Source: an optimization exercise on an open RTL-to-GDS flow (aim: small area and a short achievable clock period). Production flows keep margins and buffers that such runs may drop.
No functional check of the RTL was part of any run shown here.
No activity file was given, so power comes from the tool's default toggle rates.

===== flow/design.v =====
`timescale 1ns / 1ps
module FIR_filter #(
    parameter  N1   = 8,
    parameter  N2 = 16 ,
    parameter integer N3  = 32
)(
    input  wire                      clk,
    input  wire                      rst,
    input  wire                      enable,
    input  wire signed [N2-1:0]    input_data,
    output  signed [N3-1:0]   sampleT,
   output   signed [N3-1:0] output_data
);
  reg [15:0] s0;
  reg [16:0] u0, u1, u2, u3, u4;
  reg [16:0] u5n;   
  reg [5:0] ylo;
  reg yc;
  reg [18:0] yhp, yhg;
  wire vs1, vc2;
  fir_fa u_vs1 (.a(u1[0]), .b(u3[0]), .c(~s0[0]), .s(vs1), .co(vc2));
  wire vs3, vc4;
  fir_fa u_vs3 (.a(u1[1]), .b(u3[1]), .c(~s0[1]), .s(vs3), .co(vc4));
  wire vs5, vc6;
  fir_fa u_vs5 (.a(u5n[1]), .b(vc2), .c(vs3), .s(vs5), .co(vc6));
  wire vs7, vc8;
  fir_fa u_vs7 (.a(u1[2]), .b(u3[2]), .c(~s0[2]), .s(vs7), .co(vc8));
  wire vs9, vc10;
  fir_fa u_vs9 (.a(u5n[2]), .b(vc4), .c(vs7), .s(vs9), .co(vc10));
  wire vs11, vc12;
  fir_fa u_vs11 (.a(u1[3]), .b(u3[3]), .c(~s0[3]), .s(vs11), .co(vc12));
  wire vs13, vc14;
  fir_fa u_vs13 (.a(u5n[3]), .b(vc8), .c(vs11), .s(vs13), .co(vc14));
  wire vs15, vc16;
  fir_fa u_vs15 (.a(u1[4]), .b(u3[4]), .c(~s0[4]), .s(vs15), .co(vc16));
  wire vs17, vc18;
  fir_fa u_vs17 (.a(u5n[4]), .b(vc12), .c(vs15), .s(vs17), .co(vc18));
  wire vs19, vc20;
  fir_fa u_vs19 (.a(u1[5]), .b(u3[5]), .c(~s0[5]), .s(vs19), .co(vc20));
  wire vs21, vc22;
  fir_fa u_vs21 (.a(u5n[5]), .b(vc16), .c(vs19), .s(vs21), .co(vc22));
  wire vs23, vc24;
  fir_fa u_vs23 (.a(u1[6]), .b(u3[6]), .c(~s0[6]), .s(vs23), .co(vc24));
  wire vs25, vc26;
  fir_fa u_vs25 (.a(u5n[6]), .b(vc20), .c(vs23), .s(vs25), .co(vc26));
  wire vs27, vc28;
  fir_fa u_vs27 (.a(u1[7]), .b(u3[7]), .c(~s0[7]), .s(vs27), .co(vc28));
  wire vs29, vc30;
  fir_fa u_vs29 (.a(u5n[7]), .b(vc24), .c(vs27), .s(vs29), .co(vc30));
  wire vs31, vc32;
  fir_fa u_vs31 (.a(u1[8]), .b(u3[8]), .c(~s0[8]), .s(vs31), .co(vc32));
  wire vs33, vc34;
  fir_fa u_vs33 (.a(u5n[8]), .b(vc28), .c(vs31), .s(vs33), .co(vc34));
  wire vs35, vc36;
  fir_fa u_vs35 (.a(u1[9]), .b(u3[9]), .c(~s0[9]), .s(vs35), .co(vc36));
  wire vs37, vc38;
  fir_fa u_vs37 (.a(u5n[9]), .b(vc32), .c(vs35), .s(vs37), .co(vc38));
  wire vs39, vc40;
  fir_fa u_vs39 (.a(u1[10]), .b(u3[10]), .c(~s0[10]), .s(vs39), .co(vc40));
  wire vs41, vc42;
  fir_fa u_vs41 (.a(u5n[10]), .b(vc36), .c(vs39), .s(vs41), .co(vc42));
  wire vs43, vc44;
  fir_fa u_vs43 (.a(u1[11]), .b(u3[11]), .c(~s0[11]), .s(vs43), .co(vc44));
  wire vs45, vc46;
  fir_fa u_vs45 (.a(u5n[11]), .b(vc40), .c(vs43), .s(vs45), .co(vc46));
  wire vs47, vc48;
  fir_fa u_vs47 (.a(u1[12]), .b(u3[12]), .c(~s0[12]), .s(vs47), .co(vc48));
  wire vs49, vc50;
  fir_fa u_vs49 (.a(u5n[12]), .b(vc44), .c(vs47), .s(vs49), .co(vc50));
  wire vs51, vc52;
  fir_fa u_vs51 (.a(u1[13]), .b(u3[13]), .c(~s0[13]), .s(vs51), .co(vc52));
  wire vs53, vc54;
  fir_fa u_vs53 (.a(u5n[13]), .b(vc48), .c(vs51), .s(vs53), .co(vc54));
  wire vs55, vc56;
  fir_fa u_vs55 (.a(u1[14]), .b(u3[14]), .c(~s0[14]), .s(vs55), .co(vc56));
  wire vs57, vc58;
  fir_fa u_vs57 (.a(u5n[14]), .b(vc52), .c(vs55), .s(vs57), .co(vc58));
  wire vs59, vc60;
  fir_fa u_vs59 (.a(u1[15]), .b(u3[15]), .c(s0[15]), .s(vs59), .co(vc60));
  wire vs61, vc62;
  fir_fa u_vs61 (.a(u5n[15]), .b(vc56), .c(vs59), .s(vs61), .co(vc62));
  wire vs63, vc64;
  fir_fa u_vs63 (.a(~u1[16]), .b(~u3[16]), .c(~u5n[16]), .s(vs63), .co(vc64));
  wire vs65, vc66;
  fir_ha u_vs65 (.a(vc60), .b(vs63), .s(vs65), .co(vc66));
  wire qs67 = ~(u5n[0] ^ vs1);
  wire qc68 = u5n[0] | vs1;
  wire qs69 = ~(qc68 ^ vs5);
  wire qc70 = qc68 | vs5;
  wire qs71 = ~(u5n[0] ^ vs1);
  wire qc72 = u5n[0] | vs1;
  wire qs73, qc74;
  fir_fa u_qs73 (.a(vc6), .b(vs9), .c(qs71), .s(qs73), .co(qc74));
  wire qs75, qc76;
  fir_fa u_qs75 (.a(qc70), .b(qs73), .c(~input_data[0]), .s(qs75), .co(qc76));
  wire qs77 = ~(vc10 ^ qc72);
  wire qc78 = vc10 | qc72;
  wire qs79, qc80;
  fir_fa u_qs79 (.a(vs5), .b(vs13), .c(qc74), .s(qs79), .co(qc80));
  wire qs81, qc82;
  fir_fa u_qs81 (.a(qs77), .b(qs79), .c(~input_data[1]), .s(qs81), .co(qc82));
  wire qs83, qc84;
  fir_fa u_qs83 (.a(~input_data[3]), .b(qc76), .c(qs81), .s(qs83), .co(qc84));
  wire qs85, qc86;
  fir_fa u_qs85 (.a(u0[0]), .b(u1[0]), .c(u3[0]), .s(qs85), .co(qc86));
  wire qs87, qc88;
  fir_fa u_qs87 (.a(u4[0]), .b(qs85), .c(vc6), .s(qs87), .co(qc88));
  wire qs89, qc90;
  fir_fa u_qs89 (.a(vc14), .b(vs9), .c(vs17), .s(qs89), .co(qc90));
  wire qs91, qc92;
  fir_fa u_qs91 (.a(qc78), .b(qs87), .c(qs89), .s(qs91), .co(qc92));
  wire qs93, qc94;
  fir_fa u_qs93 (.a(qc80), .b(~input_data[2]), .c(~input_data[4]), .s(qs93), .co(qc94));
  wire qs95, qc96;
  fir_fa u_qs95 (.a(qs91), .b(qc82), .c(qs93), .s(qs95), .co(qc96));
  wire qs97, qc98;
  fir_fa u_qs97 (.a(u0[1]), .b(u1[1]), .c(u3[1]), .s(qs97), .co(qc98));
  wire qs99, qc100;
  fir_fa u_qs99 (.a(u4[1]), .b(qc86), .c(qs97), .s(qs99), .co(qc100));
  wire qs101, qc102;
  fir_fa u_qs101 (.a(vc10), .b(vc18), .c(vs13), .s(qs101), .co(qc102));
  wire qs103, qc104;
  fir_fa u_qs103 (.a(vs21), .b(qs99), .c(qc88), .s(qs103), .co(qc104));
  wire qs105, qc106;
  fir_fa u_qs105 (.a(qc90), .b(qs101), .c(qs103), .s(qs105), .co(qc106));
  wire qs107, qc108;
  fir_fa u_qs107 (.a(qc92), .b(~input_data[3]), .c(~input_data[5]), .s(qs107), .co(qc108));
  wire qs109, qc110;
  fir_fa u_qs109 (.a(qs105), .b(qc94), .c(qs107), .s(qs109), .co(qc110));
  wire qs111, qc112;
  fir_fa u_qs111 (.a(u0[2]), .b(u1[2]), .c(u3[2]), .s(qs111), .co(qc112));
  wire qs113, qc114;
  fir_fa u_qs113 (.a(u4[2]), .b(u2[0]), .c(qc98), .s(qs113), .co(qc114));
  wire qs115, qc116;
  fir_fa u_qs115 (.a(qs111), .b(vc14), .c(vc22), .s(qs115), .co(qc116));
  wire qs117, qc118;
  fir_fa u_qs117 (.a(qc100), .b(qs113), .c(vs17), .s(qs117), .co(qc118));
  wire qs119, qc120;
  fir_fa u_qs119 (.a(vs25), .b(qc102), .c(qs115), .s(qs119), .co(qc120));
  wire qs121, qc122;
  fir_fa u_qs121 (.a(qs117), .b(qc104), .c(qs119), .s(qs121), .co(qc122));
  wire qs123, qc124;
  fir_fa u_qs123 (.a(~input_data[4]), .b(~input_data[6]), .c(qc106), .s(qs123), .co(qc124));
  wire qs125, qc126;
  fir_fa u_qs125 (.a(qc108), .b(qs121), .c(qs123), .s(qs125), .co(qc126));
  wire qs127, qc128;
  fir_fa u_qs127 (.a(u0[3]), .b(u1[3]), .c(u3[3]), .s(qs127), .co(qc128));
  wire qs129, qc130;
  fir_fa u_qs129 (.a(u4[3]), .b(u2[1]), .c(qc112), .s(qs129), .co(qc130));
  wire qs131, qc132;
  fir_fa u_qs131 (.a(qs127), .b(qc114), .c(vc18), .s(qs131), .co(qc132));
  wire qs133, qc134;
  fir_fa u_qs133 (.a(vc26), .b(qs129), .c(vs21), .s(qs133), .co(qc134));
  wire qs135, qc136;
  fir_fa u_qs135 (.a(vs29), .b(qc116), .c(qc118), .s(qs135), .co(qc136));
  wire qs137, qc138;
  fir_fa u_qs137 (.a(qs131), .b(qs133), .c(qc120), .s(qs137), .co(qc138));
  wire qs139, qc140;
  fir_fa u_qs139 (.a(qs135), .b(~input_data[5]), .c(~input_data[7]), .s(qs139), .co(qc140));
  wire qs141, qc142;
  fir_fa u_qs141 (.a(qc122), .b(qs137), .c(qs139), .s(qs141), .co(qc142));
  wire qs143, qc144;
  fir_fa u_qs143 (.a(qc124), .b(qs141), .c(qc126), .s(qs143), .co(qc144));
  wire qs145, qc146;
  fir_fa u_qs145 (.a(u0[4]), .b(u1[4]), .c(u3[4]), .s(qs145), .co(qc146));
  wire qs147, qc148;
  fir_fa u_qs147 (.a(u4[4]), .b(u2[2]), .c(qc128), .s(qs147), .co(qc148));
  wire qs149, qc150;
  fir_fa u_qs149 (.a(qs145), .b(qc130), .c(vc22), .s(qs149), .co(qc150));
  wire qs151, qc152;
  fir_fa u_qs151 (.a(vc30), .b(qs147), .c(vs25), .s(qs151), .co(qc152));
  wire qs153, qc154;
  fir_fa u_qs153 (.a(vs33), .b(qc132), .c(qc134), .s(qs153), .co(qc154));
  wire qs155, qc156;
  fir_fa u_qs155 (.a(qs149), .b(qs151), .c(qc136), .s(qs155), .co(qc156));
  wire qs157, qc158;
  fir_fa u_qs157 (.a(qs153), .b(~input_data[6]), .c(~input_data[8]), .s(qs157), .co(qc158));
  wire qs159, qc160;
  fir_fa u_qs159 (.a(qc138), .b(qs155), .c(qc140), .s(qs159), .co(qc160));
  wire qs161, qc162;
  fir_fa u_qs161 (.a(qs157), .b(qc142), .c(qs159), .s(qs161), .co(qc162));
  wire qs163, qc164;
  fir_fa u_qs163 (.a(u0[5]), .b(u1[5]), .c(u3[5]), .s(qs163), .co(qc164));
  wire qs165, qc166;
  fir_fa u_qs165 (.a(u4[5]), .b(u2[3]), .c(qc146), .s(qs165), .co(qc166));
  wire qs167, qc168;
  fir_fa u_qs167 (.a(qs163), .b(qc148), .c(vc26), .s(qs167), .co(qc168));
  wire qs169, qc170;
  fir_fa u_qs169 (.a(vc34), .b(qs165), .c(vs29), .s(qs169), .co(qc170));
  wire qs171, qc172;
  fir_fa u_qs171 (.a(vs37), .b(qc150), .c(qc152), .s(qs171), .co(qc172));
  wire qs173, qc174;
  fir_fa u_qs173 (.a(qs167), .b(qs169), .c(qc154), .s(qs173), .co(qc174));
  wire qs175, qc176;
  fir_fa u_qs175 (.a(qs171), .b(~input_data[7]), .c(~input_data[9]), .s(qs175), .co(qc176));
  wire qs177, qc178;
  fir_fa u_qs177 (.a(qc156), .b(qs173), .c(qc158), .s(qs177), .co(qc178));
  wire qs179, qc180;
  fir_fa u_qs179 (.a(qs175), .b(qc160), .c(qs177), .s(qs179), .co(qc180));
  wire qs181, qc182;
  fir_fa u_qs181 (.a(u0[6]), .b(u1[6]), .c(u3[6]), .s(qs181), .co(qc182));
  wire qs183, qc184;
  fir_fa u_qs183 (.a(u4[6]), .b(u2[4]), .c(qc164), .s(qs183), .co(qc184));
  wire qs185, qc186;
  fir_fa u_qs185 (.a(qs181), .b(qc166), .c(vc30), .s(qs185), .co(qc186));
  wire qs187, qc188;
  fir_fa u_qs187 (.a(vc38), .b(qs183), .c(vs33), .s(qs187), .co(qc188));
  wire qs189, qc190;
  fir_fa u_qs189 (.a(vs41), .b(qc168), .c(qc170), .s(qs189), .co(qc190));
  wire qs191, qc192;
  fir_fa u_qs191 (.a(qs185), .b(qs187), .c(qc172), .s(qs191), .co(qc192));
  wire qs193, qc194;
  fir_fa u_qs193 (.a(qs189), .b(~input_data[8]), .c(~input_data[10]), .s(qs193), .co(qc194));
  wire qs195, qc196;
  fir_fa u_qs195 (.a(qc174), .b(qs191), .c(qc176), .s(qs195), .co(qc196));
  wire qs197, qc198;
  fir_fa u_qs197 (.a(qs193), .b(qc178), .c(qs195), .s(qs197), .co(qc198));
  wire qs199, qc200;
  fir_fa u_qs199 (.a(u0[7]), .b(u1[7]), .c(u3[7]), .s(qs199), .co(qc200));
  wire qs201, qc202;
  fir_fa u_qs201 (.a(u4[7]), .b(u2[5]), .c(qc182), .s(qs201), .co(qc202));
  wire qs203, qc204;
  fir_fa u_qs203 (.a(qs199), .b(qc184), .c(vc34), .s(qs203), .co(qc204));
  wire qs205, qc206;
  fir_fa u_qs205 (.a(vc42), .b(qs201), .c(vs37), .s(qs205), .co(qc206));
  wire qs207, qc208;
  fir_fa u_qs207 (.a(vs45), .b(qc186), .c(qc188), .s(qs207), .co(qc208));
  wire qs209, qc210;
  fir_fa u_qs209 (.a(qs203), .b(qs205), .c(qc190), .s(qs209), .co(qc210));
  wire qs211, qc212;
  fir_fa u_qs211 (.a(qs207), .b(~input_data[9]), .c(~input_data[11]), .s(qs211), .co(qc212));
  wire qs213, qc214;
  fir_fa u_qs213 (.a(qc192), .b(qs209), .c(qc194), .s(qs213), .co(qc214));
  wire qs215, qc216;
  fir_fa u_qs215 (.a(qs211), .b(qc196), .c(qs213), .s(qs215), .co(qc216));
  wire qs217, qc218;
  fir_fa u_qs217 (.a(u0[8]), .b(u1[8]), .c(u3[8]), .s(qs217), .co(qc218));
  wire qs219, qc220;
  fir_fa u_qs219 (.a(u4[8]), .b(u2[6]), .c(qc200), .s(qs219), .co(qc220));
  wire qs221, qc222;
  fir_fa u_qs221 (.a(qs217), .b(qc202), .c(vc38), .s(qs221), .co(qc222));
  wire qs223, qc224;
  fir_fa u_qs223 (.a(vc46), .b(qs219), .c(vs41), .s(qs223), .co(qc224));
  wire qs225, qc226;
  fir_fa u_qs225 (.a(vs49), .b(qc204), .c(qc206), .s(qs225), .co(qc226));
  wire qs227, qc228;
  fir_fa u_qs227 (.a(qs221), .b(qs223), .c(qc208), .s(qs227), .co(qc228));
  wire qs229, qc230;
  fir_fa u_qs229 (.a(qs225), .b(~input_data[10]), .c(~input_data[12]), .s(qs229), .co(qc230));
  wire qs231, qc232;
  fir_fa u_qs231 (.a(qc210), .b(qs227), .c(qc212), .s(qs231), .co(qc232));
  wire qs233, qc234;
  fir_fa u_qs233 (.a(qs229), .b(qc214), .c(qs231), .s(qs233), .co(qc234));
  wire qs235, qc236;
  fir_fa u_qs235 (.a(u0[9]), .b(u1[9]), .c(u3[9]), .s(qs235), .co(qc236));
  wire qs237, qc238;
  fir_fa u_qs237 (.a(u4[9]), .b(u2[7]), .c(qc218), .s(qs237), .co(qc238));
  wire qs239, qc240;
  fir_fa u_qs239 (.a(qs235), .b(qc220), .c(vc42), .s(qs239), .co(qc240));
  wire qs241, qc242;
  fir_fa u_qs241 (.a(vc50), .b(qs237), .c(vs45), .s(qs241), .co(qc242));
  wire qs243, qc244;
  fir_fa u_qs243 (.a(vs53), .b(qc222), .c(qc224), .s(qs243), .co(qc244));
  wire qs245, qc246;
  fir_fa u_qs245 (.a(qs239), .b(qs241), .c(qc226), .s(qs245), .co(qc246));
  wire qs247, qc248;
  fir_fa u_qs247 (.a(qs243), .b(~input_data[11]), .c(~input_data[13]), .s(qs247), .co(qc248));
  wire qs249, qc250;
  fir_fa u_qs249 (.a(qc228), .b(qs245), .c(qc230), .s(qs249), .co(qc250));
  wire qs251, qc252;
  fir_fa u_qs251 (.a(qs247), .b(qc232), .c(qs249), .s(qs251), .co(qc252));
  wire qs253, qc254;
  fir_fa u_qs253 (.a(u0[10]), .b(u1[10]), .c(u3[10]), .s(qs253), .co(qc254));
  wire qs255, qc256;
  fir_fa u_qs255 (.a(u4[10]), .b(u2[8]), .c(qc236), .s(qs255), .co(qc256));
  wire qs257, qc258;
  fir_fa u_qs257 (.a(qs253), .b(qc238), .c(vc46), .s(qs257), .co(qc258));
  wire qs259, qc260;
  fir_fa u_qs259 (.a(vc54), .b(qs255), .c(vs49), .s(qs259), .co(qc260));
  wire qs261, qc262;
  fir_fa u_qs261 (.a(vs57), .b(qc240), .c(qc242), .s(qs261), .co(qc262));
  wire qs263, qc264;
  fir_fa u_qs263 (.a(qs257), .b(qs259), .c(qc244), .s(qs263), .co(qc264));
  wire qs265, qc266;
  fir_fa u_qs265 (.a(qs261), .b(~input_data[12]), .c(~input_data[14]), .s(qs265), .co(qc266));
  wire qs267, qc268;
  fir_fa u_qs267 (.a(qc246), .b(qs263), .c(qc248), .s(qs267), .co(qc268));
  wire qs269, qc270;
  fir_fa u_qs269 (.a(qs265), .b(qc250), .c(qs267), .s(qs269), .co(qc270));
  wire qs271, qc272;
  fir_fa u_qs271 (.a(u0[11]), .b(u1[11]), .c(u3[11]), .s(qs271), .co(qc272));
  wire qs273, qc274;
  fir_fa u_qs273 (.a(u4[11]), .b(u2[9]), .c(qc254), .s(qs273), .co(qc274));
  wire qs275, qc276;
  fir_fa u_qs275 (.a(qs271), .b(qc256), .c(vc50), .s(qs275), .co(qc276));
  wire qs277, qc278;
  fir_fa u_qs277 (.a(vc58), .b(qs273), .c(vs53), .s(qs277), .co(qc278));
  wire qs279, qc280;
  fir_fa u_qs279 (.a(vs61), .b(qc258), .c(qc260), .s(qs279), .co(qc280));
  wire qs281, qc282;
  fir_fa u_qs281 (.a(qs275), .b(qs277), .c(qc262), .s(qs281), .co(qc282));
  wire qs283, qc284;
  fir_fa u_qs283 (.a(qs279), .b(~input_data[13]), .c(input_data[15]), .s(qs283), .co(qc284));
  wire qs285, qc286;
  fir_fa u_qs285 (.a(qc264), .b(qs281), .c(qc266), .s(qs285), .co(qc286));
  wire qs287, qc288;
  fir_fa u_qs287 (.a(qs283), .b(qc268), .c(qs285), .s(qs287), .co(qc288));
  wire qs289, qc290;
  fir_fa u_qs289 (.a(u0[12]), .b(u1[12]), .c(u3[12]), .s(qs289), .co(qc290));
  wire qs291, qc292;
  fir_fa u_qs291 (.a(u4[12]), .b(u2[10]), .c(qc272), .s(qs291), .co(qc292));
  wire qs293, qc294;
  fir_fa u_qs293 (.a(qs289), .b(vs65), .c(qc274), .s(qs293), .co(qc294));
  wire qs295, qc296;
  fir_fa u_qs295 (.a(vc54), .b(vc62), .c(qs291), .s(qs295), .co(qc296));
  wire qs297, qc298;
  fir_fa u_qs297 (.a(vs57), .b(qc276), .c(qs293), .s(qs297), .co(qc298));
  wire qs299, qc300;
  fir_fa u_qs299 (.a(qc278), .b(qs295), .c(qs297), .s(qs299), .co(qc300));
  wire qs301, qc302;
  fir_fa u_qs301 (.a(qc280), .b(~input_data[14]), .c(qc282), .s(qs301), .co(qc302));
  wire qs303, qc304;
  fir_fa u_qs303 (.a(qs299), .b(qc284), .c(qs301), .s(qs303), .co(qc304));
  wire qs305, qc306;
  fir_fa u_qs305 (.a(qc286), .b(qs303), .c(qc288), .s(qs305), .co(qc306));
  wire qs307, qc308;
  fir_fa u_qs307 (.a(u0[13]), .b(u1[13]), .c(u3[13]), .s(qs307), .co(qc308));
  wire qs309, qc310;
  fir_fa u_qs309 (.a(u4[13]), .b(u2[11]), .c(vc64), .s(qs309), .co(qc310));
  wire qs311, qc312;
  fir_fa u_qs311 (.a(qc290), .b(qs307), .c(vc66), .s(qs311), .co(qc312));
  wire qs313, qc314;
  fir_fa u_qs313 (.a(qc292), .b(vc58), .c(qs309), .s(qs313), .co(qc314));
  wire qs315, qc316;
  fir_fa u_qs315 (.a(vs61), .b(qs311), .c(qc294), .s(qs315), .co(qc316));
  wire qs317, qc318;
  fir_fa u_qs317 (.a(qc296), .b(qs313), .c(qc298), .s(qs317), .co(qc318));
  wire qs319, qc320;
  fir_fa u_qs319 (.a(qs315), .b(input_data[15]), .c(qc300), .s(qs319), .co(qc320));
  wire qs321, qc322;
  fir_fa u_qs321 (.a(qs317), .b(qc302), .c(qs319), .s(qs321), .co(qc322));
  wire qs323, qc324;
  fir_ha u_qs323 (.a(qc304), .b(qs321), .s(qs323), .co(qc324));
  wire qs325, qc326;
  fir_fa u_qs325 (.a(u0[14]), .b(u1[14]), .c(u3[14]), .s(qs325), .co(qc326));
  wire qs327 = ~(u4[14] ^ u2[12]);
  wire qc328 = u4[14] | u2[12];
  wire qs329, qc330;
  fir_fa u_qs329 (.a(qc308), .b(qs325), .c(qs327), .s(qs329), .co(qc330));
  wire qs331, qc332;
  fir_fa u_qs331 (.a(vs65), .b(qc310), .c(vc62), .s(qs331), .co(qc332));
  wire qs333, qc334;
  fir_fa u_qs333 (.a(qs329), .b(qc312), .c(qc314), .s(qs333), .co(qc334));
  wire qs335, qc336;
  fir_fa u_qs335 (.a(qs331), .b(qc316), .c(qs333), .s(qs335), .co(qc336));
  wire qs337, qc338;
  fir_fa u_qs337 (.a(qc318), .b(qs335), .c(qc320), .s(qs337), .co(qc338));
  wire qs339, qc340;
  fir_fa u_qs339 (.a(qc322), .b(qs337), .c(qc324), .s(qs339), .co(qc340));
  wire qs341, qc342;
  fir_fa u_qs341 (.a(u0[15]), .b(u1[15]), .c(u3[15]), .s(qs341), .co(qc342));
  wire qs343 = ~(u4[15] ^ u2[13]);
  wire qc344 = u4[15] | u2[13];
  wire qs345, qc346;
  fir_fa u_qs345 (.a(vc64), .b(qc326), .c(qc328), .s(qs345), .co(qc346));
  wire qs347, qc348;
  fir_fa u_qs347 (.a(qs341), .b(qs343), .c(vc66), .s(qs347), .co(qc348));
  wire qs349, qc350;
  fir_fa u_qs349 (.a(qc330), .b(qs345), .c(qs347), .s(qs349), .co(qc350));
  wire qs351, qc352;
  fir_fa u_qs351 (.a(qc332), .b(qs349), .c(qc334), .s(qs351), .co(qc352));
  wire qs353, qc354;
  fir_fa u_qs353 (.a(qc336), .b(qs351), .c(qc338), .s(qs353), .co(qc354));
  wire qs355, qc356;
  fir_fa u_qs355 (.a(~u0[16]), .b(~u1[16]), .c(~u3[16]), .s(qs355), .co(qc356));
  wire qs357, qc358;
  fir_fa u_qs357 (.a(~u4[16]), .b(u2[14]), .c(qc342), .s(qs357), .co(qc358));
  wire qs359, qc360;
  fir_fa u_qs359 (.a(qc344), .b(qs355), .c(qc346), .s(qs359), .co(qc360));
  wire qs361, qc362;
  fir_fa u_qs361 (.a(qs357), .b(qc348), .c(qs359), .s(qs361), .co(qc362));
  wire qs363, qc364;
  fir_fa u_qs363 (.a(qc350), .b(qs361), .c(qc352), .s(qs363), .co(qc364));
  wire qs365 = ~(u2[15] ^ qc356);
  wire qc366 = u2[15] | qc356;
  wire qs367, qc368;
  fir_fa u_qs367 (.a(qc358), .b(qs365), .c(qc360), .s(qs367), .co(qc368));
  wire qs369, qc370;
  fir_ha u_qs369 (.a(qc362), .b(qs367), .s(qs369), .co(qc370));
  wire qs371 = ~(~u2[16] ^ qc366);
  wire qc372 = ~u2[16] | qc366;
  wire qs373, qc374;
  fir_fa u_qs373 (.a(qs371), .b(qc368), .c(qc370), .s(qs373), .co(qc374));
  wire [6:0] qa = {1'b0, qc96, qc84, qs83, ~input_data[2], qs69, qs67};
  wire [6:0] qb = {1'b0, qs109, qs95, 1'b0, qs75, ~input_data[1], ~input_data[0]};
  wire [6:0] ylo_next_p = qa ^ qb;
  wire [6:0] ylo_next_g = qa & qb;
  wire [5:0] ylo_next_c;
  fir_pfx_ylo_next u_pfx_ylo_next (.p(ylo_next_p[5:0]), .g(ylo_next_g[5:0]), .c(ylo_next_c));
  wire [6:0] ylo_next = ylo_next_p ^ {ylo_next_c, 1'b0};
  wire [18:0] yha_next = {1'b1, qc372, qs373, qs369, qs363, qs353, qs339, qs323, qs305, qc270, qc252, qc234, qc216, qc198, qc180, qc162, qs161, qs143, qc110};
  wire [18:0] yhb_next = {1'b0, qc374, 1'b0, qc364, qc354, qc340, 1'b0, qc306, 1'b0, qs287, qs269, qs251, qs233, qs215, qs197, qs179, qc144, 1'b0, qs125};
  wire [18:0] yhp_next = yha_next ^ yhb_next;
  wire [18:0] yhg_next = yha_next & yhb_next;
  wire [16:0] ui_a = {input_data[15], input_data};
  wire [16:0] ui_b = {s0[15], s0};
  wire [16:0] u_in_p = ui_a ^ ui_b;
  wire [16:0] u_in_g = ui_a & ui_b;
  wire [15:0] u_in_c;
  fir_pfx_u_in u_pfx_u_in (.p(u_in_p[15:0]), .g(u_in_g[15:0]), .c(u_in_c));
  wire [16:0] u_in = u_in_p ^ {u_in_c, 1'b0};
  wire [19:0] yo_p = {yhp, 1'b0};
  wire [19:0] yo_g = {yhg, yc};
  wire [18:0] yo_c;
  fir_pfx_yo u_pfx_yo (.p(yo_p[18:0]), .g(yo_g[18:0]), .c(yo_c));
  wire [19:0] yo = yo_p ^ {yo_c, 1'b0};
  wire yo_sgn0;
  fir_xor u_yo_sgn0 (.a(yo_p[19]), .b(yo_c[18]), .y(yo_sgn0));
  wire yo_sgn1;
  fir_xor u_yo_sgn1 (.a(yo_p[19]), .b(yo_c[18]), .y(yo_sgn1));
  wire yo_sgn2;
  fir_xor u_yo_sgn2 (.a(yo_p[19]), .b(yo_c[18]), .y(yo_sgn2));
  wire yo_sgn3;
  fir_xor u_yo_sgn3 (.a(yo_p[19]), .b(yo_c[18]), .y(yo_sgn3));
  wire [24:0] y = {yo[19:1], ylo};
  wire [7:0] ysign = {{2{yo_sgn3}}, {2{yo_sgn2}}, {2{yo_sgn1}}, {2{yo_sgn0}}};
  always @(posedge clk) begin
    if (rst) begin
      s0 <= 16'd0;
      u0 <= 17'd0; u1 <= 17'd0; u2 <= 17'd0; u3 <= 17'd0; u4 <= 17'd0; u5n <= ~17'd0;
      ylo <= 6'd0; yc <= 1'b0; yhp <= 19'd0; yhg <= 19'd0;
    end else if (enable) begin
      ylo <= ylo_next[5:0]; yc <= ylo_next[6]; yhp <= yhp_next; yhg <= yhg_next;
      s0 <= input_data;
      u0 <= u_in; u1 <= u0; u2 <= u1; u3 <= u2; u4 <= u3; u5n <= ~u4;
    end
  end
  assign output_data = {ysign, y[23:0]};
  assign sampleT = {{16{s0[15]}}, s0};
endmodule
module fir_fa (input wire a, input wire b, input wire c, output wire s, output wire co);
  assign s = a ^ b ^ c;
  assign co = (a & b) | (a & c) | (b & c);
endmodule
module fir_ha (input wire a, input wire b, output wire s, output wire co);
  assign s = a ^ b;
  assign co = a & b;
endmodule
module fir_xor (input wire a, input wire b, output wire y);
  assign y = a ^ b;
endmodule
module fir_pfx_ylo_next (input wire [5:0] p, input wire [5:0] g, output wire [5:0] c);
  wire G1 = g[1] | (p[1] & g[0]);
  wire P2 = p[1] & p[0];
  wire G3 = g[3] | (p[3] & g[2]);
  wire P4 = p[3] & p[2];
  wire G5 = g[5] | (p[5] & g[4]);
  wire P6 = p[5] & p[4];
  wire G7 = g[2] | (p[2] & G1);
  wire P8 = p[2] & P2;
  wire G9 = G3 | (P4 & G1);
  wire P10 = P4 & P2;
  wire G11 = g[4] | (p[4] & G9);
  wire P12 = p[4] & P10;
  wire G13 = G5 | (P6 & G9);
  wire P14 = P6 & P10;
  assign c = {G13, G11, G9, G7, G1, g[0]};
endmodule
module fir_pfx_yo (input wire [18:0] p, input wire [18:0] g, output wire [18:0] c);
  wire G1 = g[1] | (p[1] & g[0]);
  wire P2 = p[1] & p[0];
  wire G3 = g[2] | (p[2] & g[1]);
  wire P4 = p[2] & p[1];
  wire G5 = g[3] | (p[3] & g[2]);
  wire P6 = p[3] & p[2];
  wire G7 = g[4] | (p[4] & g[3]);
  wire P8 = p[4] & p[3];
  wire G9 = g[5] | (p[5] & g[4]);
  wire P10 = p[5] & p[4];
  wire G11 = g[6] | (p[6] & g[5]);
  wire P12 = p[6] & p[5];
  wire G13 = g[7] | (p[7] & g[6]);
  wire P14 = p[7] & p[6];
  wire G15 = g[8] | (p[8] & g[7]);
  wire P16 = p[8] & p[7];
  wire G17 = g[9] | (p[9] & g[8]);
  wire P18 = p[9] & p[8];
  wire G19 = g[10] | (p[10] & g[9]);
  wire P20 = p[10] & p[9];
  wire G21 = g[11] | (p[11] & g[10]);
  wire P22 = p[11] & p[10];
  wire G23 = g[12] | (p[12] & g[11]);
  wire P24 = p[12] & p[11];
  wire G25 = g[13] | (p[13] & g[12]);
  wire P26 = p[13] & p[12];
  wire G27 = g[14] | (p[14] & g[13]);
  wire P28 = p[14] & p[13];
  wire G29 = g[15] | (p[15] & g[14]);
  wire P30 = p[15] & p[14];
  wire G31 = g[16] | (p[16] & g[15]);
  wire P32 = p[16] & p[15];
  wire G33 = g[17] | (p[17] & g[16]);
  wire P34 = p[17] & p[16];
  wire G35 = g[18] | (p[18] & g[17]);
  wire P36 = p[18] & p[17];
  wire G37 = G3 | (P4 & g[0]);
  wire P38 = P4 & p[0];
  wire G39 = G5 | (P6 & G1);
  wire P40 = P6 & P2;
  wire G41 = G7 | (P8 & G3);
  wire P42 = P8 & P4;
  wire G43 = G9 | (P10 & G5);
  wire P44 = P10 & P6;
  wire G45 = G11 | (P12 & G7);
  wire P46 = P12 & P8;
  wire G47 = G13 | (P14 & G9);
  wire P48 = P14 & P10;
  wire G49 = G15 | (P16 & G11);
  wire P50 = P16 & P12;
  wire G51 = G17 | (P18 & G13);
  wire P52 = P18 & P14;
  wire G53 = G19 | (P20 & G15);
  wire P54 = P20 & P16;
  wire G55 = G21 | (P22 & G17);
  wire P56 = P22 & P18;
  wire G57 = G23 | (P24 & G19);
  wire P58 = P24 & P20;
  wire G59 = G25 | (P26 & G21);
  wire P60 = P26 & P22;
  wire G61 = G27 | (P28 & G23);
  wire P62 = P28 & P24;
  wire G63 = G29 | (P30 & G25);
  wire P64 = P30 & P26;
  wire G65 = G31 | (P32 & G27);
  wire P66 = P32 & P28;
  wire G67 = G33 | (P34 & G29);
  wire P68 = P34 & P30;
  wire G69 = G35 | (P36 & G31);
  wire P70 = P36 & P32;
  wire G71 = G41 | (P42 & g[0]);
  wire P72 = P42 & p[0];
  wire G73 = G43 | (P44 & G1);
  wire P74 = P44 & P2;
  wire G75 = G45 | (P46 & G37);
  wire P76 = P46 & P38;
  wire G77 = G47 | (P48 & G39);
  wire P78 = P48 & P40;
  wire G79 = G49 | (P50 & G41);
  wire P80 = P50 & P42;
  wire G81 = G51 | (P52 & G43);
  wire P82 = P52 & P44;
  wire G83 = G53 | (P54 & G45);
  wire P84 = P54 & P46;
  wire G85 = G55 | (P56 & G47);
  wire P86 = P56 & P48;
  wire G87 = G57 | (P58 & G49);
  wire P88 = P58 & P50;
  wire G89 = G59 | (P60 & G51);
  wire P90 = P60 & P52;
  wire G91 = G61 | (P62 & G53);
  wire P92 = P62 & P54;
  wire G93 = G63 | (P64 & G55);
  wire P94 = P64 & P56;
  wire G95 = G65 | (P66 & G57);
  wire P96 = P66 & P58;
  wire G97 = G67 | (P68 & G59);
  wire P98 = P68 & P60;
  wire G99 = G69 | (P70 & G61);
  wire P100 = P70 & P62;
  wire G101 = G79 | (P80 & g[0]);
  wire P102 = P80 & p[0];
  wire G103 = G81 | (P82 & G1);
  wire P104 = P82 & P2;
  wire G105 = G83 | (P84 & G37);
  wire P106 = P84 & P38;
  wire G107 = G85 | (P86 & G39);
  wire P108 = P86 & P40;
  wire G109 = G87 | (P88 & G71);
  wire P110 = P88 & P72;
  wire G111 = G89 | (P90 & G73);
  wire P112 = P90 & P74;
  wire G113 = G91 | (P92 & G75);
  wire P114 = P92 & P76;
  wire G115 = G93 | (P94 & G77);
  wire P116 = P94 & P78;
  wire G117 = G95 | (P96 & G79);
  wire P118 = P96 & P80;
  wire G119 = G97 | (P98 & G81);
  wire P120 = P98 & P82;
  wire G121 = G99 | (P100 & G83);
  wire P122 = P100 & P84;
  wire G123 = G117 | (P118 & g[0]);
  wire P124 = P118 & p[0];
  wire G125 = G119 | (P120 & G1);
  wire P126 = P120 & P2;
  wire G127 = G121 | (P122 & G37);
  wire P128 = P122 & P38;
  assign c = {G127, G125, G123, G115, G113, G111, G109, G107, G105, G103, G101, G77, G75, G73, G71, G39, G37, G1, g[0]};
endmodule
module fir_pfx_u_in (input wire [15:0] p, input wire [15:0] g, output wire [15:0] c);
  wire G1 = g[1] | (p[1] & g[0]);
  wire P2 = p[1] & p[0];
  wire G3 = g[3] | (p[3] & g[2]);
  wire P4 = p[3] & p[2];
  wire G5 = g[5] | (p[5] & g[4]);
  wire P6 = p[5] & p[4];
  wire G7 = g[7] | (p[7] & g[6]);
  wire P8 = p[7] & p[6];
  wire G9 = g[9] | (p[9] & g[8]);
  wire P10 = p[9] & p[8];
  wire G11 = g[11] | (p[11] & g[10]);
  wire P12 = p[11] & p[10];
  wire G13 = g[13] | (p[13] & g[12]);
  wire P14 = p[13] & p[12];
  wire G15 = g[15] | (p[15] & g[14]);
  wire P16 = p[15] & p[14];
  wire G17 = G3 | (P4 & G1);
  wire P18 = P4 & P2;
  wire G19 = G7 | (P8 & G5);
  wire P20 = P8 & P6;
  wire G21 = G11 | (P12 & G9);
  wire P22 = P12 & P10;
  wire G23 = G15 | (P16 & G13);
  wire P24 = P16 & P14;
  wire G25 = G19 | (P20 & G17);
  wire P26 = P20 & P18;
  wire G27 = G23 | (P24 & G21);
  wire P28 = P24 & P22;
  wire G29 = G27 | (P28 & G25);
  wire P30 = P28 & P26;
  wire G31 = G21 | (P22 & G25);
  wire P32 = P22 & P26;
  wire G33 = G5 | (P6 & G17);
  wire P34 = P6 & P18;
  wire G35 = G9 | (P10 & G25);
  wire P36 = P10 & P26;
  wire G37 = G13 | (P14 & G31);
  wire P38 = P14 & P32;
  wire G39 = g[2] | (p[2] & G1);
  wire P40 = p[2] & P2;
  wire G41 = g[4] | (p[4] & G17);
  wire P42 = p[4] & P18;
  wire G43 = g[6] | (p[6] & G33);
  wire P44 = p[6] & P34;
  wire G45 = g[8] | (p[8] & G25);
  wire P46 = p[8] & P26;
  wire G47 = g[10] | (p[10] & G35);
  wire P48 = p[10] & P36;
  wire G49 = g[12] | (p[12] & G31);
  wire P50 = p[12] & P32;
  wire G51 = g[14] | (p[14] & G37);
  wire P52 = p[14] & P38;
  assign c = {G29, G51, G37, G49, G31, G47, G35, G45, G25, G43, G33, G41, G17, G39, G1, g[0]};
endmodule

===== flow/flow/run.sh =====
#!/bin/bash
# The standard layout (the standard.sh, unchanged synthesis and steps), with the
# port buffers that the flow inserts on every input and output made from buf_2 cells,
# and repair_timing asked for more setup slack than the 12 ns clock needs.
# make's output goes to layout.log; each tool's own log is under orfs/logs/.
set -euo pipefail
bash standard.sh 'BUFFER_PORTS_ARGS=-buffer_cell sky130_fd_sc_hd__buf_2' SETUP_SLACK_MARGIN=7.6 TNS_END_PERCENT=5 finish > layout.log 2>&1

===== flow/standard.sh =====
#!/bin/bash
# synth_recipe.tcl (not shown) runs the flow's synth.tcl, then flattens the netlist and writes it again
# the make line also repeats each setting of config.mk as NAME=value (left out here)
make -C /OpenROAD-flow-scripts/flow DESIGN_CONFIG=/design/flow/config.mk WORK_HOME=/design/flow/orfs CLKGATE_MAP_FILE= SYNTH_SCRIPT=/design/flow/synth_recipe.tcl "${@:-finish}"

===== flow/config.mk =====
export PLATFORM = sky130hd
export DESIGN_NAME = FIR_filter
export DESIGN_NICKNAME = FIR_filter
export VERILOG_FILES = /design/flow/design.v
export SDC_FILE = /design/flow/constraint.sdc
export NUM_CORES = 4
export LEC_CHECK = 0
export CAP_MARGIN = 20
export CORE_MARGIN = 2
export CORE_UTILIZATION = 60
export CTS_BUF_LIST = sky130_fd_sc_hd__clkbuf_8
export CTS_CLUSTER_DIAMETER = 100
export CTS_CLUSTER_SIZE = 40
export PLACE_DENSITY = 0.7
export SLEW_MARGIN = 20
export SYNTH_HIERARCHICAL = 1
export SYNTH_MINIMUM_KEEP_SIZE = 0

===== flow/constraint.sdc =====
create_clock -name core_clock -period 12.0 [get_ports {clk}]
set_input_delay 2.4000 -clock core_clock [delete_from_list [all_inputs] [get_ports {clk}]]
set_output_delay 2.4000 -clock core_clock [all_outputs]
set_load 0.01 [all_outputs]

==> results.yml, run 1 <==
floorplan:
  dieArea_sq_mm: 0.0205
  coreArea_sq_mm: 0.0189
  die_h_microns: 143
  initial_core_util: 0.616
  io_pins: 83
  die_x_microns: 143
  rows: 50
sta:
  setup-tns-final_ns: 0
  slew_headroom: 0.346
  hold_violations: 0
  finalCritPeriodShare: 0.386
  setup_viol: 0
  fin_skew_ns: 0.00993
  fmax_mhz: 216
  rsz0062_at_grt: "true"
  drv_slew: 0
  tightest_slew_ns: 0.981
  min_period_ns: 4.64
power_and_ir_drop:
  power.leakage_nw: 5.73
  vdd_drop_max_v: 0.000147
  powerDensity_mw_per_mm2: 197
logic_synthesis:
  synth_top_flop_cell: "dfxtp_1"
  yosys-top-cells-area: "fa_1, dfxtp_1, mux2i_1"
  synth_cells: 1021
  yosysTopAreaCellShare: 0.303
  synth_commonest_cells: "fa_1, dfxtp_1, nor2_1, mux2i_1, buf_4"
  synth-seq-cells: 158
  postSynthAreaPerCell_sq_um: 11.4
  yosysTopAreaCell: "fa_1"
  ys_seq_area_frac: 0.272
  ys_types: 52
  synth_warnings: 7
  synthesis.area_sq_mm: 0.0116
  synth_edf_count: 0
  synth-async-reset-ratio: 0
  synth_most_common_cell: "fa_1"
grt:
  grt_use_met1: 0.300
  antenna_found_initial: 0
  met3_usage: 0.0399
  first_global_vias: 6916
  grt_start_max_net_pins: 89
  track_usage: 0.227
  grt_pass1_wl_microns: 35400
  grt_most_used_layer: "met2"
  grtUsageMet2: 0.394
  grt_overflow_total: 0
critical_path:
  critPathKind: "reg -> out"
  reg2reg_to: "yhp[13]"
  crit_path_max_fanout: 4
  crit_required_ns: 9.60
  r2r_slack_ns: 7.41
  start_kind: "register"
  r2r_start: "u5n[16]"
  crit_path_end_kind: "output pin"
  reg2reg_depth: 13
  arrival_ns: 2.24
route:
  remaining_drc_errors: 0
  wire_per_inst_microns: 16.6
  drt_pass1_iterations: 4
  vias: 6841
  ant_nets: 0
  wirelength_microns: 21800
  via_per_inst: 5.23
  drtIter0Drc: 300
place:
  gp_routability_congestion: 0.843
  place_area_sq_mm: 0.0116
  hpwlAfterDp_microns: 16800
  io_buffers: 82
  placedCellCount: 1270
final_layout:
  stdcell_count: 1309
  multi_input_area_sq_mm: 0.00755
  syn_to_final_growth_pct: 5.58
  regArea_sq_mm: 0.00320
  design_area_sq_mm: 0.0123
  nNetsFinal: 1276
  layout-drive-gt1-share: 0.184
  antenna_cells: 0
  final_util: 0.650
  fillers: 1516
min_path:
  hold_end: "ylo[2]"
  min-delay-start: "ylo[2]"
  worstHoldPathCells: 2
  hp-class: "reg -> reg"
clock_tree:
  clock_path_buffers: 2
  cts_root_buffer: "clkbuf_8"
  cts.clk_slew.worst_paths_ns: 0.09
  h-tree-depth: 4
  clock_sinks: 158
  cts_buffers: 17
  clkLatencyLatePin_ns: 0.46
  cts_tree: "yes"
run:
  cap_violations: 0
status:
  outcome: "complete, no violations"
-- Yosys stat by module, one instance, submodules excluded --
module,cells inside,flops+latches,copies in the design
FIR_filter,691,158,1
fir_pfx_yo,78,0,1
fir_pfx_u_in,51,0,1
fir_pfx_ylo_next,18,0,1
fir_fa,1,0,176
fir_ha,1,0,3
fir_xor,1,0,4
-- cells in the final DEF (no fill, tap or decap), types with 3 or more instances in the layout --
| master | n |
|---|---|
| ha_1 | 43 |
| a211oi_2 | 12 |
| fa_2 | 10 |
| a21oi_1 | 3 |
| a211oi_1 | 11 |
| dfxtp_1 | 136 |
| clkinvlp_4 | 4 |
| and3_1 | 4 |
| dfxtp_2 | 18 |
| nor2b_1 | 4 |
| buf_4 | 11 |
| xnor2_1 | 21 |
| conb_1 | 10 |
| nand2_1 | 20 |
| nor2_1 | 148 |
| bufinv_16 | 6 |
| a21o_1 | 39 |
| xor2_1 | 21 |
| or2_0 | 13 |
| a211o_1 | 4 |
| o21ai_0 | 6 |
| dfxtp_4 | 4 |
| fa_1 | 166 |
| mux2i_1 | 119 |
| a21oi_2 | 5 |
| buf_2 | 80 |
| inv_1 | 62 |
| clkbuf_8 | 19 |
-- power by group --
group | switching, mW | internal, mW | total [mW]
sequential | 0.0587 | 0.583 | 0.642
combinational | 0.662 | 0.637 | 1.30
clock | 0.204 | 0.271 | 0.475
total | 0.925 | 1.49 | 2.42
-- flip-flops by register name, indices dropped and copies added (netlist names), 6 cells and up --
name / cells
yhg: 14
s0: 16
u0: 17
yhp: 19
ylo: 6
u4: 17
u2: 17
u3: 17
u1: 17
u5n: 17
-- cells by family (layout without fill, tap and decap cells) --
family / count (synthesis) / after routing / synth area share
adders and majority gates: 221 / 221 / 0.351
DFF: 158 / 158 / 0.272
xor gates and xnor gates: 43 / 43 / 0.0324
buffers and inverters: 166 / 185 / 0.0935
and+or+nand+nor: 209 / 209 / 0.0759
other: 1 / 10 / 0.000322
muxes: 119 / 119 / 0.102
AOI/OAI and AO/OA: 104 / 104 / 0.0727
-- worst max-delay path by stage --
stage	from	end
final	yc	output_data[20]
after global routing	yhp[5]	output_data[31]
after CTS	yhp[6]	output_data[27]
after detailed placement	input_data[14]	yhp[11]
after global placement	input_data[14]	yhp[11]
after floorplan	input_data[14]	yhp[11]
-- metal layers --
metal	vias up	part of all wire
met5	-	0
met3	17	0.028
met2	103	0.52
met1	3437	0.44
met4	0	0.010
li1	3284	-
-- cell type report --
cell class              count  share of cell area
clock inverters            14              0.0183
flip-flops and latches    158               0.260
well taps                 260              0.0265
multi-input cells         706               0.615
inverters                  61              0.0197
repair buffers             92              0.0404
clock buffers              18              0.0202
-- worst max-delay path: stages, from the launching register on --
cell and delay, ns:
dfxtp_2 0.34, a21oi_4 0.20, o211ai_4 0.13, a41o_1 0.31, a21o_1 0.24, a211o_1 0.28
xor2_1 0.14, buf_2 0.14
-- what timing repair did --
| item | in CTS | in global routing |
|---|---|---|
| resized for setup | 39 | 7 |
| hold buffers | 0 | 0 |
| setup buffers | 6 | 1 |
| endpoints found under the setup margin | 27 | 38 |
| pin swaps | 11 | 4 |
-- metrics by stage --
stage          setup WS [ns]  hold slack, ns  total power [mW]
4_1_cts                 7.36           0.487              2.46
3_3_place_gp            7.21           0.470              1.92
3_5_place_dp            7.18           0.474              1.96
2_1_floorplan           7.51           0.460              1.67
6_report                7.36           0.484              2.42
5_1_grt                 7.23           0.505              2.64
==> run 2: changes to the inputs <==
==> flow/flow/run.sh (replaced) <==
#!/bin/bash
# The standard layout (the standard.sh, unchanged synthesis and steps), with the
# port buffers that the flow inserts on every input and output made from buf_1 cells,
# and repair_timing asked for more setup slack than the 12 ns clock needs.
# make's output goes to layout.log; each tool's own log is under orfs/logs/.
set -euo pipefail
bash standard.sh 'BUFFER_PORTS_ARGS=-buffer_cell sky130_fd_sc_hd__buf_1' SETUP_SLACK_MARGIN=7.6 TNS_END_PERCENT=5 finish > layout.log 2>&1
==> run 2 against run 1 <==
Largest cell class unchanged. Via count fell by 0.13%. Sequential share of layout area rose by 0.26 points. Clock power fell by 13%. Sequential power barely moved. Count of clock-buffer cells in the layout did not move. Critical endpoint is now output_data[29].
==> results.yml, run 2 <==
status:
  outcome: "complete, no violations"
route:
  remaining_drc_errors: 0
  vias: 6832
  ant_nets: 0
  drtIter0Drc: 262
  wirelength_microns: 21000
  drt_pass1_iterations: 4
  wire_per_inst_microns: 16.0
  via_per_inst: 5.21
grt:
  grt_pass1_wl_microns: 35300
  track_usage: 0.225
  grt_start_max_net_pins: 197
  antenna_found_initial: 0
  first_global_vias: 7012
  grt_overflow_total: 0
final_layout:
  final_common_cell: "fa_1"
  regArea_sq_mm: 0.00321
  largest_register: "yhp"
  syn_to_final_growth_pct: 4.78
  largest_register_ffs: 19
  multi_input_area_sq_mm: 0.00757
  fillers: 1522
  layout_common_cells: "fa_1, nor2_1, dfxtp_1"
  layout-drive-gt1-share: 0.128
  antenna_cells: 0
  nNetsFinal: 1278
critical_path:
  crit_required_ns: 9.60
  reg2reg_depth: 12
  r2r_slack_ns: 7.40
  critPathKind: "reg -> out"
  crit_path_max_fanout: 6
  crit_path_end_kind: "output pin"
  reg2reg_to: "yhp[2]"
  start_kind: "register"
  r2r_start: "s0[1]"
  arrival_ns: 2.21
min_path:
  worstHoldPathCells: 2
  min-delay-start: "ylo[1]"
  hold_end: "ylo[1]"
  hp-class: "reg -> reg"
sta:
  fin_skew_ns: 0.0161
  tightest_slew_ns: 1.04
  worst_slack_ns: 7.39
  whs_ns: 0.486
  fmax_mhz: 217
  finalCritPeriodShare: 0.384
  setup-tns-final_ns: 0
  min_period_ns: 4.61
  hold_violations: 0
  rsz0062_at_grt: "true"
  setup_viol: 0
  slew_headroom: 0.307
  drv_slew: 0
clock_tree:
  cts.clk_slew.worst_paths_ns: 0.09
  clkLatencyLatePin_ns: 0.46
  cts_tree: "yes"
  clock_path_buffers: 2
  cts_root_buffer: "clkbuf_8"
  h-tree-depth: 4
  clock_sinks: 158
  cts_buffers: 17
logic_synthesis:
  synth_commonest_cells: "fa_1, dfxtp_1, nor2_1, mux2i_1, buf_4"
  synth_warnings: 7
  yosysTopAreaCellShare: 0.303
  synth_top_flop_cell: "dfxtp_1"
  synth_cells: 1021
  synthesis.area_sq_mm: 0.0116
  yosys-top-cells-area: "fa_1, dfxtp_1, mux2i_1"
  synth-async-reset-ratio: 0
  synth_most_common_cell: "fa_1"
  synth_edf_count: 0
  ys_seq_area_frac: 0.272
  postSynthAreaPerCell_sq_um: 11.4
  synth-seq-cells: 158
  yosysTopAreaCell: "fa_1"
  ys_types: 52
place:
  hpwlAfterDp_microns: 16000
  post-place-ws_ns: 7.04
  io_buffers: 82
  gp_routability_congestion: 0.839
power_and_ir_drop:
  vdd_drop_max_v: 0.000126
  powerDensity_mw_per_mm2: 189
  power.leakage_nw: 5.46
floorplan:
  coreArea_sq_mm: 0.0189
  dieArea_sq_mm: 0.0205
  rows: 50
  die_x_microns: 143
  initial_core_util: 0.616
  die_h_microns: 143
  io_pins: 83
run:
  cap_violations: 0
[run 2: cell counts after synthesis]
No cell type changed its count.
[run 2: cell type report]
class,count,share of cell area
sequential,158,0.263
clock inverter,14,0.0127
timing repair buffer,94,0.0368
inverter,61,0.0198
clock buffer,18,0.0203
multi-input combinational,706,0.621
tap,260,0.0267
[run 2: kinds of logic after synthesis]
group / Yosys count / share of synthesized area
adder cells (fa/ha/maj): 221 / 0.351
AND/OR/NAND/NOR: 209 / 0.0759
buffers and inverters: 166 / 0.0935
flip-flops: 158 / 0.272
multiplexers: 119 / 0.102
AO/OA/AOI/OAI: 104 / 0.0727
XOR/XNOR: 43 / 0.0324
other: 1 / 0.000322
[run 2: worst max-delay path by stage]
stage                   startpoint               to  slack (ns)  depth (start not counted)
global placement    input_data[14]          yhp[11]        7.06                          9
detailed placement  input_data[14]          yhp[11]        7.04                          9
CTS                         yhg[4]  output_data[27]        7.36                          7
global route                yhg[4]  output_data[27]        7.25                          7
finish                     yhp[12]  output_data[29]        7.39                          7
floorplan           input_data[14]          yhp[11]        7.51                          8
[run 2: per-module statistics from Yosys, one instance, submodules excluded]
module | cell area [sq um] | times used | cells inside
fir_pfx_u_in | 357 | 1 | 51
fir_fa | 20.0 | 176 | 1
fir_xor | 8.76 | 4 | 1
fir_pfx_ylo_next | 133 | 1 | 18
FIR_filter | 7030 | 1 | 691
fir_pfx_yo | 522 | 1 | 78
fir_ha | 12.5 | 3 | 1
[run 2: timing repair]
action / CTS / global route
hold endpoints to repair: 0 / 0
buffers inserted: 9 / 0
setup endpoints to repair: 28 / 44
resized for setup: 55 / 10
pin swaps: 17 / 4
hold buffers: 0 / 0
[run 2: metrics by stage]
stage          power (mW)  instances  utilization  cell area, sq um
6_report             2.31       1311        0.645             12200
5_1_grt              2.56       1311        0.645             12200
4_1_cts              2.36       1310        0.642             12100
3_5_place_dp         1.91       1269        0.611             11500
3_3_place_gp         1.88       1269        0.611             11500
2_1_floorplan        1.67       1030            -             11700
[run 2: layer usage]
layer / GRT usage / up-vias / wire, microns
met5: 0 / - / 0
met4: 0.0640 / 0 / 400
met3: 0.0443 / 29 / 630
met2: 0.379 / 100 / 10600
met1: 0.297 / 3398 / 9370
li1: - / 3305 / -
[run 2: where the power goes]
part / leakage (nW) / switching [mW] / internal (mW)
logic: 3.96 / 0.638 / 0.618
clock network: 0.201 / 0.217 / 0.194
registers: 1.30 / 0.0591 / 0.584
total: 5.46 / 0.915 / 1.40
[run 2: worst max-delay path: stages, from the launching register on]
cell	delay [ns]
dfxtp_4	0.38
and4_1	0.22
a21oi_1	0.14
o21ai_1	0.12
a2111oi_4	0.42
a21oi_4	0.13
xor2_1	0.20
buf_2	0.16

==> what the ideal ports hide <==
The flow's constraints put no driver on any port. The routed layouts listed below were extracted and timed again, unchanged, in two steps.
Step 1 assumes that a clkbuf_16 drives the clock port and a buf_2 every other input.
Step 2, shift: input delay + t, output delay - t, t = (earliest + latest rising clock arrival at the registers) / 2. This alone moves slack from input paths to output paths.
Slacks: ideal / step 1 / step 2; pairs: ideal / step 1.
run | t, ns | setup WS [ns] | pins driven straight from the clock port
run 1 | 0.496 | 7.364 / 7.323 / 7.190 | 1
run 2 | 0.488 | 7.391 / 7.352 / 7.035 | 1
After both steps setup and hold are still met in every run listed. For run 2, which loses most, drivers alone change the setup slack by -0.039 ns; drivers and shift together by -0.356 ns.
